This design comes from an exercise in tuning for small area on the open sky130 flow, not from production work.
In this exercise RTL edits were held to simulation tests only and were not proved equivalent to the original.
Power figures rest on the tool's default switching activity, not on a simulated workload.

==> flow/design.v (outline; a module is shown in full before it is edited, if it fits) <==
// module fa: 4 lines
// module ha: 4 lines
// module FFT: 3891 lines
module FFT #(parameter N = 64,
             parameter WIDTH = 16)
            (input clk,
             input rst,
             input enable_in,
             input signed [WIDTH-1:0] in_re,
             input signed [WIDTH-1:0] in_im,
             output enable_out,
             output signed [WIDTH-1:0] out_re,
             output signed [WIDTH-1:0] out_im);
  // ...
==> flow/flow/run.sh <==
#!/bin/bash
# Standard layout, with two changes:
# - between synthesis and floorplan, flow/fixpol.py flips the polarity of
#   full-adder cells where that removes inverters between chained adders
#   (FA(~a,~b,~c) = ~FA(a,b,c)); registers and the function are unchanged;
# - every port still gets a buffer, but the smallest one (buf_1).
# Each tool's output goes to a log file here.
set -euo pipefail
R=orfs/results/${FLOW_PLATFORM}/FFT/base
bash standard.sh synth > synth.log 2>&1
python3 flow/fixpol.py "$R/1_2_yosys.v" "$R/1_2_yosys_pol.v" > fixpol.log 2>&1
cp "$R/1_2_yosys.v" "$R/1_2_yosys_std.v"
mv "$R/1_2_yosys_pol.v" "$R/1_2_yosys.v"
rm -f "$R/1_synth.odb" "$R/1_synth.sdc"
BUFFER_PORTS_ARGS="-buffer_cell sky130_fd_sc_hd__buf_1" bash standard.sh finish > layout.log 2>&1
==> flow/flow/fixpol.py <==
#!/usr/bin/env python3
"""Remove inverters between full adders in a Yosys gate netlist.

A full adder with all three inputs complemented gives both outputs
complemented: FA(~a,~b,~c) = (~co, ~s). For each fa cell, flipping it
(taking the complements of its inputs and producing the complements of its
outputs) is done when it lowers the inverter count. Only sky130 fa and inv
cells are touched; the function of the netlist is unchanged.
Usage: fixpol.py in.v out.v (a few greedy rounds over all fa cells)
"""
import re, sys, collections

INV = "sky130_fd_sc_hd__inv_1"
src = open(sys.argv[1]).read()

cell_re = re.compile(r'^(\s*)(sky130_fd_sc_hd__\w+)\s+(\S+)\s*\((.*?)\);\n', re.S | re.M)
pin_re = re.compile(r'\.(\w+)\(([^()]*)\)')
OUTP = {"X", "Y", "Q", "Q_N", "SUM", "COUT", "HI", "LO", "GCLK"}

cells = {}      # name -> [type, {pin: net}]
order = []
for m in cell_re.finditer(src):
    typ, name, body = m.group(2), m.group(3), m.group(4)
    pins = {p: n.strip() for p, n in pin_re.findall(body)}
    cells[name] = [typ, pins]
    order.append(name)

# nets used outside cells (assign statements, ports) count as fixed loads
rest = cell_re.sub("", src)
ext = collections.Counter()
for line in rest.split("\n"):
    s = line.strip()
    if s.startswith("assign"):
        for tok in re.findall(r'\\\S+(?:\s*\[\d+\])?|[A-Za-z_][\w$]*(?:\s*\[\d+\])?', s[6:]):
            ext[re.sub(r'\s+', ' ', tok).strip()] += 1
    elif s.startswith("output") or s.startswith("input"):
        pass

def norm(n):
    return re.sub(r'\s+', ' ', n).strip()
def emit(n):
    return n + " " if n.startswith("\\") else n

drv = {}
loads = collections.defaultdict(set)   # net -> set of (cell, pin)
def rebuild():
    drv.clear(); loads.clear()
    for nm, (t, pins) in cells.items():
        for p, n in pins.items():
            n = norm(n)
            if p in OUTP: drv[n] = (nm, p)
            else: loads[n].add((nm, p))
rebuild()

def is_inv(nm): return cells[nm][0] == INV
def inv_out_of(net):
    """an existing inverter driven by net, or None"""
    for (c, p) in loads.get(net, ()):
        if is_inv(c): return c
    return None
def ext_use(net):
    return ext.get(net, 0) > 0 or net.split(" [")[0] in ports

ports = set()
for m in re.finditer(r'^\s*(?:input|output)\s+(?:\[[^\]]*\]\s*)?([^;]+);', src, re.M):
    for nm in m.group(1).split(","):
        ports.add(nm.strip())

newid = [0]
def fresh():
    newid[0] += 1
    return "_pol%d_" % newid[0]
new_wires = []

def gain(fa):
    t, pins = cells[fa]
    g = 0
    for p in ("A", "B", "CIN"):
        n = norm(pins[p])
        d = drv.get(n)
        if d and is_inv(d[0]):
            # the inverter goes away if this is its only load and the net is not used elsewhere
            iv_out = n
            if len(loads[iv_out]) == 1 and not ext_use(iv_out): g += 1
        else:
            if inv_out_of(n) is None: g -= 1
    for p in ("SUM", "COUT"):
        n = norm(pins[p])
        ls = loads[n]
        invs = [c for c, q in ls if is_inv(c)]
        others = [c for c, q in ls if not is_inv(c)]
        g += len(invs)
        if others or ext_use(n): g -= 1
    return g

def flip(fa):
    t, pins = cells[fa]
    for p in ("A", "B", "CIN"):
        n = norm(pins[p])
        d = drv.get(n)
        if d and is_inv(d[0]):
            src_net = norm(cells[d[0]][1]["A"])
            pins[p] = src_net
            loads[n].discard((fa, p)); loads[src_net].add((fa, p))
            if not loads[n] and not ext_use(n):
                del cells[d[0]]; loads[src_net].discard((d[0], "A")); del drv[n]
        else:
            iv = inv_out_of(n)
            if iv is None:
                w = fresh(); new_wires.append(w)
                iv = fresh().replace("_pol", "_polinv")
                cells[iv] = [INV, {"A": n, "Y": w}]
                loads[n].add((iv, "A")); drv[w] = (iv, "Y")
            w = norm(cells[iv][1]["Y"])
            pins[p] = w
            loads[n].discard((fa, p)); loads[w].add((fa, p))
    for p in ("SUM", "COUT"):
        n = norm(pins[p])
        w = fresh(); new_wires.append(w)       # new net: complement of n
        pins[p] = w; drv[w] = (fa, p); del drv[n]
        ls = list(loads[n])
        keep_n = False
        for (c, q) in ls:
            if is_inv(c):
                # inverter n -> m: m equals w now; move m's loads onto w
                m = norm(cells[c][1]["Y"])
                if ext_use(m):
                    # m is used outside cells: keep a buffer-free path by making this
                    # inverter drive n from w instead
                    keep_n = True
                    continue
                for (c2, q2) in list(loads[m]):
                    cells[c2][1][q2] = w; loads[w].add((c2, q2))
                del loads[m]; del drv[m]
                del cells[c]
                loads[n].discard((c, q))
            else:
                keep_n = True
        if keep_n or ext_use(n):
            # n is still needed: an inverter from w
            iv = fresh().replace("_pol", "_polinv")
            cells[iv] = [INV, {"A": w, "Y": n}]
            drv[n] = (iv, "Y"); loads[w].add((iv, "A"))
            # inverters that used to load n and were kept (ext use) still load n
        else:
            if n in loads and not loads[n]: del loads[n]

def count_inv(): return sum(1 for c in cells.values() if c[0] == INV)
rounds = 0
before = count_inv()
for rnd in range(12):
    rounds += 1
    moved = 0
    fas = [c for c in list(cells) if cells.get(c, [None])[0] == "sky130_fd_sc_hd__fa_1"]
    if rnd % 2 == 1:
        fas.reverse()
    for fa in fas:
        if fa in cells:
            g = gain(fa)
            if g > 0 or (g == 0 and rnd < 8 and rnd % 2 == 0):
                flip(fa); moved += 1
    sys.stderr.write("round %d: %d flips, %d inverters\n" % (rnd, moved, count_inv()))
after = count_inv()
sys.stderr.write("inverters %d -> %d in %d rounds\n" % (before, after, rounds))

# write back
out = []
pos = 0
emitted = set()
ms = list(cell_re.finditer(src))
for m in ms:
    out.append(src[pos:m.start()])
    pos = m.end()
    nm = m.group(3)
    if nm in cells:
        t, pins = cells[nm]
        out.append("%s%s %s (\n%s\n%s);\n" % (m.group(1), t, nm, ",\n".join("%s  .%s(%s)" % (m.group(1), p, emit(n)) for p, n in pins.items()), m.group(1)))
        emitted.add(nm)
tail = src[pos:]
extra = []
decl = "".join("  wire %s;\n" % w for w in new_wires)
out[0] = out[0] + decl
for nm, (t, pins) in cells.items():
    if nm not in emitted:
        extra.append("  %s %s (\n%s\n  );\n" % (t, nm, ",\n".join("    .%s(%s)" % (p, emit(n)) for p, n in pins.items())))
i = tail.rindex("endmodule")
tail = tail[:i] + "".join(extra) + tail[i:]
open(sys.argv[2], "w").write("".join(out) + tail)
==> flow/standard.sh <==
#!/bin/bash
# synth_recipe.tcl (not shown) runs the flow's synth.tcl, then flattens the netlist and writes it again
# the make line also repeats each setting of config.mk as NAME=value (left out here)
make -C /OpenROAD-flow-scripts/flow DESIGN_CONFIG=/design/flow/config.mk WORK_HOME=/design/flow/orfs CLKGATE_MAP_FILE= SYNTH_SCRIPT=/design/flow/synth_recipe.tcl "${@:-finish}"
==> flow/config.mk <==
export PLATFORM = sky130hd
export DESIGN_NAME = FFT
export DESIGN_NICKNAME = FFT
export VERILOG_FILES = /design/flow/design.v
export SDC_FILE = /design/flow/constraint.sdc
export NUM_CORES = 4
export LEC_CHECK = 0
export ABC_AREA = 1
export CAP_MARGIN = 5
export CORE_MARGIN = 2
export CORE_UTILIZATION = 60
export CTS_BUF_LIST = sky130_fd_sc_hd__clkbuf_8
export CTS_CLUSTER_DIAMETER = 60
export CTS_CLUSTER_SIZE = 16
export SLEW_MARGIN = 5
==> flow/constraint.sdc <==
create_clock -name core_clock -period 10.0 [get_ports {clk}]
set_input_delay 2.0000 -clock core_clock [delete_from_list [all_inputs] [get_ports {clk}]]
set_output_delay 2.0000 -clock core_clock [all_outputs]
set_load 0.01 [all_outputs]
==> impl_results.md, run 1 <==
* Status: timing/DRC/antenna clean
* Crit path max fanout at 9
* Core box area at 169000 um^2
* Worst hold endpoint: s3a_buf[1][30]
* Synthesized Nets at 10.6k
* Worst r2r path cells at 35
* Post-CTS Setup Inserts at 1
* Port bufs at 67
* Final ANT Viol Nets at 0
* Inst Count DP at 11.5k
* P_seq at 0.0103 W
* FMAX at 104 MHz
* Vias/cell at 5.66
* FFs & Latches at 2364
* Pins Over Slew Limit at 0
* # resized after CTS at 8
* First DRT Iteration DRCs at 6120
* Family with the most delay on the worst path: adder cells
* Crit end category: flip-flop
* Pre-CTS setup slack at -116 ps
* Clk latency of the worst-skew pair at 1020 ps
* Final Util at 0.649
* Share of layout cells above drive strength 1 at 0.0793
* CTS clock-pin slew for the worst setup and hold paths at 110 ps
* CTS root buf: clkbuf_8
* Hold slack at 281 ps
* Die Wd at 416 um
* GRT busiest layer: met2
* Crit Path Category: flip-flop to flip-flop
* Flop pwr share at 0.556
* Internal at 0.0131 W
* Tap cell count at 2218
* Psw at 0.00530 W
* Mapped cell area at 102000 um^2
* Fin cells at 11.8k
* Placed inst area at 106000 um^2
==> run 2, diff against run 1 <==
--- a/flow/design.v
+++ b/flow/design.v
@@ -57,21 +57,23 @@
     assign s1a_b_im[15] = s1a_a_im[15] ^ s1a_nx_im[15] ^ s1a_cb_im[15];
     always @(posedge clk) begin
         s1a_buf[0] <= s1a_ph ? {s1a_rot ? s1a_b_im : s1a_b_re, s1a_rot ? s1a_b_re : s1a_b_im}
                            : {s1a_x_re, s1a_x_im};
         for (k = 1; k < 32; k = k + 1)
             s1a_buf[k] <= s1a_buf[k-1];
     end
     reg [15:0] s1a_y_re, s1a_y_im;
-    reg s1a_v_out;
-    reg [5:0] s1a_cnt_out;
     always @(posedge clk) begin
         s1a_y_re <= s1a_ph ? s1a_a_re : s1a_d_re;
         s1a_y_im <= s1a_ph ? s1a_a_im : s1a_d_im;
+    end
+    reg s1a_v_out;
+    reg [5:0] s1a_cnt_out;
+    always @(posedge clk) begin
         if (rst)
             s1a_v_out <= 1'b0;
         else if (s1a_v_in && s1a_cnt_in == 6'd32)
             s1a_v_out <= 1'b1;
         else if (s1a_cnt_out == 6'd63)
             s1a_v_out <= 1'b0;
         if (rst || !s1a_v_out)
             s1a_cnt_out <= 6'd0;
@@ -112,21 +114,23 @@
     assign s1b_b_im[15] = s1b_a_im[15] ^ s1b_nx_im[15] ^ s1b_cb_im[15];
     always @(posedge clk) begin
         s1b_buf[0] <= s1b_ph ? {s1b_rot ? s1b_b_im : s1b_b_re, s1b_rot ? s1b_b_re : s1b_b_im}
                            : {s1b_x_re, s1b_x_im};
         for (k = 1; k < 16; k = k + 1)
             s1b_buf[k] <= s1b_buf[k-1];
     end
     reg [15:0] s1b_y_re, s1b_y_im;
-    reg s1b_v_out;
-    reg [5:0] s1b_cnt_out;
     always @(posedge clk) begin
         s1b_y_re <= s1b_ph ? s1b_a_re : s1b_d_re;
         s1b_y_im <= s1b_ph ? s1b_a_im : s1b_d_im;
+    end
+    reg s1b_v_out;
+    reg [5:0] s1b_cnt_out;
+    always @(posedge clk) begin
         if (rst)
             s1b_v_out <= 1'b0;
         else if (s1b_v_in && s1b_cnt_in == 6'd16)
             s1b_v_out <= 1'b1;
         else if (s1b_cnt_out == 6'd63)
             s1b_v_out <= 1'b0;
         if (rst || !s1b_v_out)
             s1b_cnt_out <= 6'd0;
@@ -2047,21 +2051,23 @@
     assign s2a_b_im[15] = s2a_a_im[15] ^ s2a_nx_im[15] ^ s2a_cb_im[15];
     always @(posedge clk) begin
         s2a_buf[0] <= s2a_ph ? {s2a_rot ? s2a_b_im : s2a_b_re, s2a_rot ? s2a_b_re : s2a_b_im}
                            : {s2a_x_re, s2a_x_im};
         for (k = 1; k < 8; k = k + 1)
             s2a_buf[k] <= s2a_buf[k-1];
     end
     reg [15:0] s2a_y_re, s2a_y_im;
-    reg s2a_v_out;
-    reg [5:0] s2a_cnt_out;
     always @(posedge clk) begin
         s2a_y_re <= s2a_ph ? s2a_a_re : s2a_d_re;
         s2a_y_im <= s2a_ph ? s2a_a_im : s2a_d_im;
+    end
+    reg s2a_v_out;
+    reg [5:0] s2a_cnt_out;
+    always @(posedge clk) begin
         if (rst)
             s2a_v_out <= 1'b0;
         else if (s2a_v_in && s2a_cnt_in == 6'd8)
             s2a_v_out <= 1'b1;
         else if (s2a_cnt_out == 6'd63)
             s2a_v_out <= 1'b0;
         if (rst || !s2a_v_out)
             s2a_cnt_out <= 6'd0;
@@ -2102,21 +2108,23 @@
     assign s2b_b_im[15] = s2b_a_im[15] ^ s2b_nx_im[15] ^ s2b_cb_im[15];
     always @(posedge clk) begin
         s2b_buf[0] <= s2b_ph ? {s2b_rot ? s2b_b_im : s2b_b_re, s2b_rot ? s2b_b_re : s2b_b_im}
                            : {s2b_x_re, s2b_x_im};
         for (k = 1; k < 4; k = k + 1)
             s2b_buf[k] <= s2b_buf[k-1];
     end
     reg [15:0] s2b_y_re, s2b_y_im;
-    reg s2b_v_out;
-    reg [5:0] s2b_cnt_out;
     always @(posedge clk) begin
         s2b_y_re <= s2b_ph ? s2b_a_re : s2b_d_re;
         s2b_y_im <= s2b_ph ? s2b_a_im : s2b_d_im;
+    end
+    reg s2b_v_out;
+    reg [5:0] s2b_cnt_out;
+    always @(posedge clk) begin
         if (rst)
             s2b_v_out <= 1'b0;
         else if (s2b_v_in && s2b_cnt_in == 6'd4)
             s2b_v_out <= 1'b1;
         else if (s2b_cnt_out == 6'd63)
             s2b_v_out <= 1'b0;
         if (rst || !s2b_v_out)
             s2b_cnt_out <= 6'd0;
@@ -3817,31 +3825,35 @@
     assign s3a_b_im[15] = s3a_a_im[15] ^ s3a_nx_im[15] ^ s3a_cb_im[15];
     always @(posedge clk) begin
         s3a_buf[0] <= s3a_ph ? {s3a_rot ? s3a_b_im : s3a_b_re, s3a_rot ? s3a_b_re : s3a_b_im}
                            : {s3a_x_re, s3a_x_im};
         for (k = 1; k < 2; k = k + 1)
             s3a_buf[k] <= s3a_buf[k-1];
     end
     reg [15:0] s3a_y_re, s3a_y_im;
-    reg s3a_v_out;
-    reg [5:0] s3a_cnt_out;
     always @(posedge clk) begin
         s3a_y_re <= s3a_ph ? s3a_a_re : s3a_d_re;
         s3a_y_im <= s3a_ph ? s3a_a_im : s3a_d_im;
+    end
+    reg [2:0] s3a_v_sh;
+    wire s3a_v_out = s3a_v_sh[2];
+    always @(posedge clk) begin
         if (rst)
-            s3a_v_out <= 1'b0;
-        else if (s3a_v_in && s3a_cnt_in == 6'd2)
-            s3a_v_out <= 1'b1;
-        else if (s3a_cnt_out == 6'd63)
-            s3a_v_out <= 1'b0;
+            s3a_v_sh <= {3{1'b0}};
+        else
+            s3a_v_sh <= {s3a_v_sh[1:0], s3a_v_in};
+    end
+    reg s3a_p;
+    wire [5:0] s3a_cnt_out = {5'd0, s3a_p};
+    always @(posedge clk) begin
         if (rst || !s3a_v_out)
-            s3a_cnt_out <= 6'd0;
+            s3a_p <= 1'b0;
         else
-            s3a_cnt_out <= s3a_cnt_out + 1'b1;
+            s3a_p <= ~s3a_p;
     end
     wire s3b_v_in = s3a_v_out;
     wire [5:0] s3b_cnt_in = s3a_cnt_out;
     wire [15:0] s3b_x_re = s3a_y_re;
     wire [15:0] s3b_x_im = s3a_y_im;
     wire s3b_ph = s3b_cnt_in[0];
     wire s3b_rot = 1'b0;
     reg [31:0] s3b_buf [0:0];
@@ -3872,28 +3884,25 @@
     assign s3b_b_im[15] = s3b_a_im[15] ^ s3b_nx_im[15] ^ s3b_cb_im[15];
     always @(posedge clk) begin
         s3b_buf[0] <= s3b_ph ? {s3b_rot ? s3b_b_im : s3b_b_re, s3b_rot ? s3b_b_re : s3b_b_im}
                            : {s3b_x_re, s3b_x_im};
         for (k = 1; k < 1; k = k + 1)
             s3b_buf[k] <= s3b_buf[k-1];
     end
     reg [15:0] s3b_y_re, s3b_y_im;
-    reg s3b_v_out;
-    reg [5:0] s3b_cnt_out;
     always @(posedge clk) begin
         s3b_y_re <= s3b_ph ? s3b_a_re : s3b_d_re;
         s3b_y_im <= s3b_ph ? s3b_a_im : s3b_d_im;
+    end
+    reg [1:0] s3b_v_sh;
+    wire s3b_v_out = s3b_v_sh[1];
+    always @(posedge clk) begin
         if (rst)
-            s3b_v_out <= 1'b0;
-        else if (s3b_v_in && s3b_cnt_in == 6'd1)
-            s3b_v_out <= 1'b1;
-        else if (s3b_cnt_out == 6'd63)
-            s3b_v_out <= 1'b0;
-        if (rst || !s3b_v_out)
-            s3b_cnt_out <= 6'd0;
+            s3b_v_sh <= {2{1'b0}};
         else
-            s3b_cnt_out <= s3b_cnt_out + 1'b1;
+            s3b_v_sh <= {s3b_v_sh[0:0], s3b_v_in};
     end
+    wire [5:0] s3b_cnt_out = 6'd0;
     assign enable_out = s3b_v_out;
     assign out_re = s3b_y_re;
     assign out_im = s3b_y_im;
 endmodule
==> impl_results.md, run 2 <==
* Most frequent cells in the layout: dfxtp_1, fa_1, inv_1 (unchanged)
* Die Wd at 414 um (was 416 um)
* Mean Syn Cell Area at 11.0 um^2 (about the same)
* Tcrit/Tclk final at 0.963 (about the same)
* First DRT Iteration DRCs at 6762 (was 6120)
* Number of global-route vias before repair at 69.1k (was 70.3k)
* Dpl hpwl at 222 mm (was 225 mm)
* Rel. slew slack at 0.108 (was 0.151)
* Final ANT Viol Nets at 0 (unchanged)
* Tmin final at 9630 ps (about the same)
* Cell count after synthesis at 9175 (was 9249)
* Crit end category: flip-flop (unchanged)
* First-pass GRT wire length at 438 mm (was 446 mm)
* P_leak at 46.1 nW (was 46.3 nW)
* Via count at 66.1k (was 66.6k)
* Longest Clk Path Bufs at 3 (unchanged)
* GRT Total Usage at 0.345 (was 0.349)
* Pins Over Slew Limit at 0 (unchanged)
* Synth Warn # at 7 (unchanged)
* FMAX at 104 MHz (about the same)
* Bufs and invs on worst path at 12 (was 11)
* Family with the most delay on the worst path: adder cells (unchanged)
* Worst Max-Slew Pin Slew at 1330 ps (was 1270 ps)
* FP Rows at 150 (was 151)
* Layout area overhead at 7.73% (was 7.72%)
* Pwr/cell area at 170 nW/um^2 (was 168 nW/um^2)
* Crit path max fanout at 15 (was 9)
* Layout filler cell count at 12.8k (was 13.0k)
* Largest reg by FF count: s1a_buf (unchanged)
* Worst r2r src: s1b_cnt_out[1] (was s1b_cnt_out[4])
* Worst path most repeated cell: fa_1 (unchanged)
* Fin nets at 10.7k (was 10.8k)
* Gr ovfl total at 0 (unchanged)
* I/O Pins at 68 (unchanged)
* Fin cells at 11.7k (was 11.8k)
* Vias/cell at 5.68 (was 5.66)
* H-tree levels at 4 (unchanged)
* DR WL/cell at 25.1 um (was 25.2 um)
* Worst VDD drop at 0.000269 V (was 0.000238 V)
* CTS tree: built (unchanged)
* Num CTS Buffers at 174 (was 178)
* Port bufs at 67 (unchanged)
* Crit. Startpoint: s1b_cnt_out[1] (was s1b_cnt_out[4])
* Most common cell after layout, fill and taps aside: dfxtp_1 (unchanged)
* Setup TNS at 0 ps (unchanged)
* Max_cap viols at 0 (unchanged)
* Gpl congestion at 1.02 (was 1.04)
* Synthesized Nets at 10.5k (was 10.6k)
* Critical path arrival at 10500 ps (was 10510 ps)
* Largest net degree at the start of global routing at 73 (was 69)
* Core box area at 167000 um^2 (was 169000 um^2)
* Initial Utilization at 0.604 (was 0.602)
* Final wirelength at 293 mm (was 297 mm)
* Kind of start point of the critical path: flip-flop (unchanged)
* Storage element area at 47100 um^2 (was 47300 um^2)
* # hold bufs at CTS at 0 (unchanged)
* Inst Count DP at 11.4k (was 11.5k)
* Crit Path Category: flip-flop to flip-flop (unchanged)
* DIE AREA at 172000 um^2 (was 173000 um^2)
* # DRC at 0 (unchanged)
* Clock Skew at 46.0 ps (was 85.2 ps)
* CTS clock-pin slew for the worst setup and hold paths at 100 ps (was 110 ps)
* CTS root buf: clkbuf_8 (unchanged)
* CTS sink cnt at 2352 (was 2364)
* Antenna violations before repair at 16 (was 31)
* Mapped cell area at 101000 um^2 (was 102000 um^2)
* Area of the multi-input gates at 48300 um^2 (was 48600 um^2)
* Max reg flops at 1024 (unchanged)
* Die Ht at 414 um (was 416 um)
* Final setup fails at 0 (unchanged)
* Final hold violations at 0 (unchanged)
* Slowest cell on the critical path: fa_1 (unchanged)
* Hold crit path type: flip-flop to flip-flop (unchanged)
* Status: timing/DRC/antenna clean (unchanged)
* Share of layout cells above drive strength 1 at 0.0810 (was 0.0793)
* Clk latency of the worst-skew pair at 1000 ps (was 1020 ps)
* Top flop regs: s1a_buf x1024, s1b_buf x512, s2a_buf x256 (unchanged)
* Max stage delay on crit path at 540 ps (was 550 ps)
* CP required at 10870 ps (was 10880 ps)
* DRT Pass-1 Iters at 7 (was 6)
* Min-delay src: s1a_buf[24][10] (was s3a_buf[0][30])
run 2: where the power goes:
group	internal (W)	total, W	switching [W]
registers	0.00997	0.0102	0.000268
clock network	0.00182	0.00474	0.00292
logic	0.00136	0.00346	0.00210
run 2: what timing repair did:
action                                  in CTS  in global routing
resized for setup                           15                 25
endpoints found under the setup margin       2                  6
pin swaps                                    0                  7
buffers inserted                             0                  4
run 2: path summary, 6_finish.rpt:
kind,endpoint,slack (ps),depth (start not counted)
setup / recovery,s1m_im_2_0,370,36
hold / removal,s1a_buf[25][10],300,0
setup reg to reg,s1m_im_2_0,370,36
hold reg to reg,s1a_buf[25][10],300,0
run 2: final cells by class:
class / count / area share
inverters: 1135 / 0.0392
multi-input cells: 5270 / 0.444
repair buffers: 465 / 0.0305
diodes: 5 / 0.000115
clock inverters: 44 / 0.00598
well taps: 2204 / 0.0253
clock buffers: 175 / 0.0221
flip-flops and latches: 2352 / 0.433
run 2: per-stage QoR:
stage | hold slack [ps] | setup WS (ps) | area (um^2) | utilization | power, W
after floorplan | 310 | 444 | 101000 | - | 0.0129
after global placement | 309 | -334 | 106000 | 0.631 | 0.0137
after detailed placement | 312 | -378 | 106000 | 0.631 | 0.0139
after CTS | 309 | 31.9 | 109000 | 0.650 | 0.0186
after global routing | 303 | -0.679 | 109000 | 0.651 | 0.0195
final | 302 | 372 | 109000 | 0.651 | 0.0184
run 2: metal layers:
layer	part of all wire	wire length, um	vias up	track usage
met5	0.00027	80	-	0.000278
met4	0.077	22600	12	0.215
met3	0.087	25400	1123	0.0754
met2	0.46	136000	3628	0.558
met1	0.37	109000	32320	0.424
li1	-	-	29044	-

-- afterwards: timing with drivers on the ports --
The results above use ideal ports. As a check the final layouts listed here were re-extracted and re-timed, cells and wires unchanged.
Step 1, drivers: a clkbuf_16 drives clk and a buf_2 each remaining input, both assumed.
Step 2 adds t to the input delays and takes it off the output delays; t is the mean of the earliest and latest rising clock arrival at the registers after step 1. Input paths then give back, and output paths get back, about the clock's delay inside the block.
Slacks: no drivers / after step 1 / after step 2; pairs: no drivers / after step 1.
| run | t (ns) | setup WS [ns] | worst register clock-pin slew, ns |
|---|---|---|---|
| run 1 | 1.054 | 0.369 / 0.369 / 0.307 | 0.11 / 0.11 |
| run 2 | 1.061 | 0.372 / 0.372 / 0.105 | 0.10 / 0.10 |
After both steps setup and hold are still met in every run listed. The setup slack of run 2, which loses most, moves by 0.000 ns with the drivers and by -0.267 ns with both steps.
